Source: an optimization exercise on an open RTL-to-GDS flow (aim: small area and a short achievable clock period). Production flows keep margins and buffers that such runs may drop.
The RTL was checked by simulation tests, not by an equivalence proof against the original design.
No activity file was given, so power comes from the tool's default toggle rates.

north:
Design systolic_array, start of the top module:
module systolic_array #(
    parameter NUM_ROW = 8,
    parameter NUM_COL = 8,
    parameter IN_WORD_SIZE = 8,
    parameter OUT_WORD_SIZE = 24
)(
    input                                           clk,
    input                                           rst,
    input      [NUM_COL*IN_WORD_SIZE-1:0]           top_inputs,
    input      [NUM_ROW*IN_WORD_SIZE-1:0]           left_inputs,
    output reg                                      compute_done,
    output reg [OUT_WORD_SIZE-1:0]                  cycles_count,
    output     [0:OUT_WORD_SIZE*NUM_ROW*NUM_COL-1]  pe_register_vals
);
localparam W = IN_WORD_SIZE;
localparam ND = NUM_ROW + NUM_COL - 2;    
always @(posedge clk) begin
    if (rst)
        cycles_count <= 0;
    else
        cycles_count <= cycles_count + 1;
end
always @(posedge clk) begin
    if (rst)
        compute_done <= 1'b0;
    else if (cycles_count == 22)
        compute_done <= 1'b1;
end
reg [ND-1:0] rst_hist;
always @(posedge clk)
    rst_hist <= {rst_hist[ND-2:0] | {(ND-1){rst}}, rst};
wire [ND:0] clr = {rst_hist | {ND{rst}}, rst};
genvar i, j;
generate
for (i = 0; i < NUM_ROW; i = i + 1) begin : row
    localparam N = i + NUM_COL - 1;
    reg  [W*N-1:0] dl;
    wire [W*(N+1)-1:0] st = {dl, left_inputs[W*i +: W]};
    always @(posedge clk)
        dl <= st[W*N-1:0];
end
for (j = 0; j < NUM_COL; j = j + 1) begin : col
    localparam N = j + NUM_ROW - 1;
    reg  [W*N-1:0] dl;
    wire [W*(N+1)-1:0] st = {dl, top_inputs[W*j +: W]};
    always @(posedge clk)
        dl <= st[W*N-1:0];
end
for (i = 0; i < NUM_ROW; i = i + 1) begin : pr
    for (j = 0; j < NUM_COL; j = j + 1) begin : pc
        if (i + j == 0) begin : g0
            mac_unit0 pe (
                .clk (clk),
                .clr (clr[0]),
                .x   (left_inputs[0 +: W]),
                .w   (top_inputs[0 +: W]),
                .sum (pe_register_vals[0 +: OUT_WORD_SIZE])
            );
        end else begin : g
            mac_unit pe (
                .clk (clk),
                .clr (clr[i+j]),
                .x   (row[i].st[W*(i+j) +: W]),
  ...
Size: ~18,000 cells after synthesis, about 2,900 flip-flops, roughly 210,000 µm² of cells after synthesis.
==> flow/config.mk <==
export PLATFORM = sky130hd
export DESIGN_NAME = systolic_array
export DESIGN_NICKNAME = systolic_array
export VERILOG_FILES = /design/flow/design.v
export SDC_FILE = /design/flow/constraint.sdc
export NUM_CORES = 4
export LEC_CHECK = 0
export CAP_MARGIN = 20
export CORE_MARGIN = 2
export CORE_UTILIZATION = 50
export SLEW_MARGIN = 20
export SYNTH_HIERARCHICAL = 1
export SYNTH_MINIMUM_KEEP_SIZE = 0
==> flow/constraint.sdc <==
create_clock -name core_clock -period 10.0 [get_ports {clk}]
set_input_delay 2.0000 -clock core_clock [delete_from_list [all_inputs] [get_ports {clk}]]
set_output_delay 2.0000 -clock core_clock [all_outputs]
set_load 0.01 [all_outputs]
standard.sh (not shown) runs the stock make flow with config.mk's settings and CLKGATE_MAP_FILE= SYNTH_SCRIPT=/design/flow/synth_recipe.tcl, a recipe that flattens the netlist after the stock synthesis.
==> flow/flow/run.sh <==
#!/bin/bash
set -euo pipefail
cd "$(dirname "$0")/.."
bash standard.sh "BUFFER_PORTS_ARGS=-buffer_cell sky130_fd_sc_hd__buf_1" \
    SETUP_SLACK_MARGIN=6 TNS_END_PERCENT=5 finish > orfs_make.log 2>&1
> inputs changed (north -> south)
- SETUP_SLACK_MARGIN newly set to 5
==> flow/run.sh (new file) <==
#!/bin/bash
# synth_recipe.tcl (not shown) runs the flow's synth.tcl, then flattens the netlist and writes it again
# the make line also repeats each setting of config.mk as NAME=value (left out here)
make -C /OpenROAD-flow-scripts/flow DESIGN_CONFIG=/design/flow/config.mk WORK_HOME=/design/flow/orfs CLKGATE_MAP_FILE= SYNTH_SCRIPT=/design/flow/synth_recipe.tcl finish
removed: flow/flow/run.sh
removed: flow/standard.sh
### Flow results
Against north as the reference, south delivers a lower total setup buffers inserted after CTS.
In the flow results for north and south, the layout overhead on the synthesized area is larger on north.
From north to south, sequential cell count did not move at all.
In the flow results for north and south, the post-route fraction of the period consumed by the critical path is larger on south.
On sequential power, north and south are neck and neck.

what the ideal ports hide:
Ports are ideal in the flow. The routed layouts listed here were re-timed in OpenROAD.
Step 1 (the two cells are an assumption about what drives the block):
set clk [get_ports {clk}]
set_driving_cell -lib_cell sky130_fd_sc_hd__clkbuf_16 $clk
set_driving_cell -lib_cell sky130_fd_sc_hd__buf_2 [delete_from_list [all_inputs] $clk]
Step 2 adds t to the input delays and takes it off the output delays; t is the mean of the earliest and latest rising clock arrival at the registers after step 1. Input paths then give back, and output paths get back, about the clock's delay inside the block.
Three values: ideal, step 1, step 2; two values: the first two.
run	t, ns	setup WS [ns]	worst setup path after step 2
north	1.090	5.680 / 5.725 / 4.701	input to register
south	1.086	5.077 / 5.128 / 4.083	input to register
After both steps setup and hold are still met in every run listed. For south, which loses most, drivers alone change the setup slack by +0.051 ns; drivers and shift together by -0.994 ns.
